Context: an optimization exercise on an open-source flow, tuned for small area, a short achievable clock period and few clock cycles per item. The choices shown serve that exercise and are no tape-out recipe.
Function was checked by simulation only, so behaviour that the tests miss may differ from the original.

## main
Design exponential, start of the top module:
module exponential(input clk, rst, start, input [15:0] _x, output done,
                   output [1:0] intpart, output [15:0] fracpart);
	reg [3:0] st;           
	reg idle;               
	reg sh0, sh1, sh2;      
	reg term;               
	reg [15:0] b, t;
	reg [17:0] b3;          
	reg [17:0] r;
	wire go = idle & start;
	wire [3:0] nst = go ? 4'd1 : (idle | st == 4'd9) ? 4'd0 : st + 4'd1;
	always @(posedge clk or posedge rst) begin
		if (rst) begin
			st   <= 4'd0;
			idle <= 1'b1;
			sh0  <= 1'b0;
			sh1  <= 1'b0;
			sh2  <= 1'b0;
		end else begin
			st   <= nst;
			idle <= (nst == 4'd0);
			sh0  <= (nst != 4'd0) & (nst != 4'd1) & (nst != 4'd4);
			sh1  <= (nst == 4'd1);                                
			sh2  <= (nst == 4'd4);                                
		end
	end
	always @(posedge clk) begin
		term <= (nst == 4'd1) | (nst == 4'd2) | (nst == 4'd4) |
		        (nst == 4'd5) | (nst == 4'd7) | (nst == 4'd9);  
	end
	reg [15:0] bn;
	always @(*) begin
		case (nst)
			4'd3:    bn = 16'h5555;
			4'd6:    bn = 16'h3333;
			4'd8:    bn = 16'h2AAA;
			default: bn = _x;
		endcase
	end
	wire [17:0] x3_a = {2'b00, _x};
	wire [17:0] x3_b = {1'b0, _x, 1'b0};
	wire [17:0] x3_p = x3_a ^ x3_b;
  ...
Size in the first run: about 1,200 cells after synthesis, about 77 flip-flops, roughly 38 I/O pins.
Settings: LEC_CHECK=0, ABC_AREA=1, CAP_MARGIN=20, CORE_MARGIN=2, CORE_UTILIZATION=40, PLACE_DENSITY=0.6, SETUP_SLACK_MARGIN=3.5, SLEW_MARGIN=20, SYNTH_HIERARCHICAL=1, SYNTH_MINIMUM_KEEP_SIZE=0; clock period 9.0 ns.
run.sh (not shown) runs the stock make flow with config.mk's settings and CLKGATE_MAP_FILE= SYNTH_SCRIPT=/design/flow/synth_recipe.tcl, a recipe that flattens the netlist after the stock synthesis.
Testbench counts of main, summed over its fixed seeds: cycles 12,006, items 1,200.
Input-level comparison between the feature branch and main:
diff --git a/flow/design.v b/flow/design.v
--- a/flow/design.v
+++ b/flow/design.v
@@ -630,27 +630,15 @@
 		else if (u6 >= 7'd36) t7 = 4'd5;
 		else if (u6 >= 7'd29) t7 = 4'd4;
 		else if (u6 >= 7'd22) t7 = 4'd3;
 		else if (u6 >= 7'd15) t7 = 4'd2;
 		else if (u6 >= 7'd8) t7 = 4'd1;
 		else t7 = 4'd0;
 	end
-	reg t8;                 
-	always @(*) begin
-		case (t7)
-			4'd9:    t8 = b >= 16'd58255;
-			4'd10:   t8 = b >= 16'd52429;
-			4'd11:   t8 = b >= 16'd47663;
-			4'd12:   t8 = b >= 16'd43691;
-			4'd13:   t8 = b >= 16'd40330;
-			4'd14:   t8 = b >= 16'd37450;
-			4'd15:   t8 = b >= 16'd34953;
-			default: t8 = 1'b0;
-		endcase
-	end
+	wire t8 = b >= 16'd62481;
 	wire [17:0] ra_a = r;
 	wire [17:0] ra_b = {2'b00, t};
 	wire [17:0] ra_p = ra_a ^ ra_b;
 	wire [17:0] ra_g = ra_a & ra_b;
 	wire ra_G1 = ra_g[1] | (ra_p[1] & ra_g[0]);
 	wire ra_P1 = ra_p[1] & ra_p[0];
 	wire ra_G2 = ra_g[3] | (ra_p[3] & ra_g[2]);
@@ -709,16 +697,17 @@
 	wire ra_P28 = ra_p[14] & ra_P20;
 	wire ra_G29 = ra_g[16] | (ra_p[16] & ra_G16);
 	wire ra_P29 = ra_p[16] & ra_P16;
 	wire [17:0] racc = ra_p ^ {ra_G29, ra_G16, ra_G28, ra_G20, ra_G27, ra_G17, ra_G26, ra_G19, ra_G25, ra_G14, ra_G24, ra_G18, ra_G23, ra_G10, ra_G22, ra_G1, ra_g[0], 1'b0};
 	always @(posedge clk) begin
 		if (go | !idle) begin
 			b <= bn;
-			t <= tn;
+			t[6:0] <= tn[6:0];
 		end
+		t[15:7] <= tn[15:7];         
 		if (go)
 			r <= 18'h0FFFF;
 		else if (term)
 			r <= racc;
 	end
 	wire [4:0]  lo = {1'b0, r[3:0]} + {1'b0, t7} + {4'd0, t8};
 	wire [13:0] hi = lo[4] ? r[17:4] + 14'd1 : r[17:4];
Notes after the runs:
main → the feature branch: clock-pin slew of the registers on the worst-case setup and hold paths did not really move; wire length per cell was more or less identical; routed wire length shrank by 3.4%. Of main and the feature branch, the higher worst hold-check slack belongs to the feature branch. What the feature branch reported for maximum number of pins on one net before global-route repair has to be multiplied by 1.4 to get the figure for main.
Testbench counts of the feature branch, summed over its fixed seeds: cycles 12,006, items 1,200.

Setup of Q:
exponential, a different RTL version from the one above (not shown whole).
Size in the first run: about 1200 cells after synthesis, roughly 84 flip-flops, ~38 I/O pins, ~9600 µm² of cells after synthesis.
clock: 9.0 ns
lec_check: 0
abc_area: 1
cap_margin: 20
core_margin: 2
core_utilization: 40
cts_buf_list: sky130_fd_sc_hd__clkbuf_4 sky130_fd_sc_hd__clkbuf_8
place_density: 0.6
setup_slack_margin: 3.5
slew_margin: 20
synth_hierarchical: 1
synth_minimum_keep_size: 0
Having completed the whole flow, Q delivered a layout that passed the timing, DRC and antenna checks.
Testbench counts of Q, summed over its fixed seeds: cycles 12,006, items 1,200.
## Diff of input files: S against Q
--- a/flow/design.v
+++ b/flow/design.v
@@ -599,39 +599,28 @@
 	always @(posedge clk)
 		b3 <= bn3;
 	wire [15:0] ph;                      
 	mul16 mul(.a(t), .b(b), .b3(b3), .hi(ph));
 	wire [15:0] tn = ({16{sh0}} & ph) | ({16{sh1}} & {1'b0, ph[15:1]}) |
 	                 ({16{sh2}} & {2'b00, ph[15:2]}) | ({16{idle}} & t1);
-	wire [15:0] nx = ~_x;
-	wire [16:1] z;
-	assign z[1] = 1'b1;
-	assign z[2] = nx[1];
-	assign z[3] = nx[2] & nx[1];
-	assign z[4] = nx[3] & z[3];
-	wire z2a = nx[6] & nx[5];
-	wire z2b = nx[7] & z2a;
-	assign z[5] = nx[4] & z[4];
-	assign z[6] = nx[5] & z[5];
-	assign z[7] = z2a & z[5];
-	assign z[8] = z2b & z[5];
-	wire z3a = nx[9] & nx[8];
-	wire z3b = nx[10] & z3a;
-	wire z3c = nx[11] & z3b;
-	wire z3d = nx[13] & nx[12];
-	wire z3e = nx[14] & z3d;
-	wire z3g = nx[15] & z3e;
-	assign z[9]  = nx[8] & z[8];
-	assign z[10] = z3a & z[8];
-	assign z[11] = z3b & z[8];
-	assign z[12] = z3c & z[8];
-	assign z[13] = nx[12] & z[12];
-	assign z[14] = z3d & z[12];
-	assign z[15] = z3e & z[12];
-	assign z[16] = z3g & z[12];
-	wire [15:0] t1 = z[16] ? 16'd0 : {_x[15:1] ^ z[15:1], _x[0]};
+	wire [15:0] t1;
+	assign t1[0] = ~g_dec[16].z & _x[0];
+	genvar k;
+	generate
+		for (k = 1; k <= 16; k = k + 1) begin : g_dec
+			wire z;
+			if (k == 1) begin : g_first
+				assign z = 1'b1;
+			end else begin : g_next
+				assign z = g_dec[k-1].z & ~_x[k-1];
+			end
+		end
+		for (k = 1; k <= 15; k = k + 1) begin : g_t1
+			assign t1[k] = ~g_dec[16].z & (_x[k] ^ g_dec[k].z);
+		end
+	endgenerate
 	reg [3:0] t7;
 	always @(*) begin
 		if (u6 >= 7'd85) t7 = 4'd12;
 		else if (u6 >= 7'd78) t7 = 4'd11;
 		else if (u6 >= 7'd71) t7 = 4'd10;
 		else if (u6 >= 7'd64) t7 = 4'd9;
@@ -715,13 +704,13 @@
 	wire [18:0] rs0 = ra_p ^ {ra_G21, ra_G29, ra_G16, ra_G28, ra_G20, ra_G27, ra_G17, ra_G26, ra_G19, ra_G25, ra_G14, ra_G24, ra_G18, ra_G23, ra_G10, ra_G22, ra_G1, ra_g[0], 1'b0};
 	wire [17:0] racc = rs0[18:1];
 	always @(posedge clk) begin
 		b <= bn;
 		t <= tn;                     
 		if (st == 4'd9) begin        
-			u6 <= ph[6:0];           
+			u6 <= tn[6:0];           
 			t8 <= b >= 16'd62481;    
 		end
 		if (go)
 			r <= 18'h0FFFF;
 		else if (term)
 			r <= racc;
==> run notes <==
Going from Q to S, wire length of the first global-routing pass rose by about 3.5%; post-route cell area shows a reduction of about 3.2%. Global-route usage | S above Q. In terms of clock skew after layout, S and Q differ only marginally.
Testbench counts of S, summed over its fixed seeds: cycles 12,006, items 1,200.

== oak ==
exponential, a different RTL version from the one above (not shown whole).
For scale: about 1200 cells after synthesis, roughly 85 flip-flops, about 38 I/O pins, roughly 0.0096 sq mm of cells after synthesis.
export LEC_CHECK = 0
export ABC_AREA = 1
export CAP_MARGIN = 20
export CORE_MARGIN = 2
export CORE_UTILIZATION = 40
export PLACE_DENSITY = 0.6
export SETUP_SLACK_MARGIN = 3.5
export SLEW_MARGIN = 20
export SYNTH_HIERARCHICAL = 1
export SYNTH_MINIMUM_KEEP_SIZE = 0
create_clock -name core_clock -period 9.0 [get_ports {clk}]
Testbench counts of oak, summed over its fixed seeds: cycles 12,006, items 1,200.
[inputs] pine vs oak
diff --git a/flow/design.v b/flow/design.v
--- a/flow/design.v
+++ b/flow/design.v
@@ -489,16 +489,15 @@
 	reg [3:0] st;           
 	reg idle;               
 	reg sh0, sh1, sh2;      
 	reg term;               
 	reg [15:0] b, t;
 	reg [17:0] b3;          
 	reg [17:0] r;
-	reg fin;                
-	reg [6:0] u6h;          
+	reg [6:0] u6;            
 	wire go = idle & start;
 	wire [3:0] nst = go ? 4'd1 : (idle | st == 4'd9) ? 4'd0 : st + 4'd1;
 	always @(posedge clk or posedge rst) begin
 		if (rst) begin
 			st   <= 4'd0;
 			idle <= 1'b1;
 			sh0  <= 1'b0;
@@ -615,15 +614,14 @@
 				assign z = g_dec[k-1].z & ~_x[k-1];
 			end
 		end
 		for (k = 1; k <= 15; k = k + 1) begin : g_t1
 			assign t1[k] = ~g_dec[16].z & (_x[k] ^ g_dec[k].z);
 		end
 	endgenerate
-	wire [6:0] u6 = fin ? t[6:0] : u6h;
 	reg [3:0] t7;
 	always @(*) begin
 		if (u6 >= 7'd85) t7 = 4'd12;
 		else if (u6 >= 7'd78) t7 = 4'd11;
 		else if (u6 >= 7'd71) t7 = 4'd10;
 		else if (u6 >= 7'd64) t7 = 4'd9;
 		else if (u6 >= 7'd57) t7 = 4'd8;
@@ -704,19 +702,18 @@
 	wire ra_G30 = ra_g[18] | (ra_p[18] & ra_G21);
 	wire ra_P30 = ra_p[18] & ra_P21;
 	wire [18:0] rs0 = ra_p ^ {ra_G21, ra_G29, ra_G16, ra_G28, ra_G20, ra_G27, ra_G17, ra_G26, ra_G19, ra_G25, ra_G14, ra_G24, ra_G18, ra_G23, ra_G10, ra_G22, ra_G1, ra_g[0], 1'b0};
 	wire [17:0] racc = rs0[18:1];
 	always @(posedge clk) begin
 		b <= bn;
 		t <= tn;                     
-		fin <= (st == 4'd9);         
-		if (st == 4'd9)
+		if (st == 4'd9) begin        
+			u6 <= tn[6:0];           
 			t8 <= b >= 16'd62481;    
-		if (fin)
-			u6h <= t[6:0];           
+		end
 		if (go)
 			r <= 18'h0FFFF;
 		else if (term)
 			r <= racc;
 	end
 	assign done = idle;
 	assign {intpart, fracpart} = racc;
==> run notes <==
Between pine and oak, transition time at the pin with the least slew margin is lower for oak, pine comes in above that.
| count of non-CTS buffers in the layout | lower: pine |
NOTE: post-synthesis area per instance in pine exceeds that of oak
Of pine and oak, it is pine that has the lower post-synthesis instance total.
STATUS time the worst path needs with I/O delays and setup: pine wins against oak
Testbench counts of pine, summed over its fixed seeds: cycles 12,006, items 1,200.

## afterwards: timing with drivers on the ports
Ports are ideal in the flow. The routed layouts listed here were re-timed in OpenROAD.
Step 1 (the two cells are an assumption about what drives the block):
set clk [get_ports {clk}]
set_driving_cell -lib_cell sky130_fd_sc_hd__clkbuf_16 $clk
set_driving_cell -lib_cell sky130_fd_sc_hd__buf_2 [delete_from_list [all_inputs] $clk]
Step 2, shift: input delay + t, output delay - t, t = (earliest + latest rising clock arrival at the registers) / 2. This alone moves slack from input paths to output paths.
Three values: no drivers, after step 1, after step 2; two values: the first two.
run | shift t [ns] | setup slack, ns | latest minus earliest clock arrival (ns)
main | 0.378 | 3.207 / 3.207 / 3.181 | 0.008 / 0.008
the feature branch | 0.383 | 3.627 / 3.627 / 3.347 | 0.008 / 0.008
Q | 0.411 | 3.653 / 3.616 / 3.682 | 0.015 / 0.016
S | 0.398 | 3.628 / 3.593 / 3.274 | 0.014 / 0.014
oak | 0.393 | 3.455 / 3.405 / 3.333 | 0.006 / 0.006
pine | 0.378 | 3.642 / 3.600 / 3.332 | 0.010 / 0.010
After both steps every run listed still meets setup and hold. The setup slack of S, which loses most, moves by -0.035 ns with the drivers and by -0.354 ns with both steps.
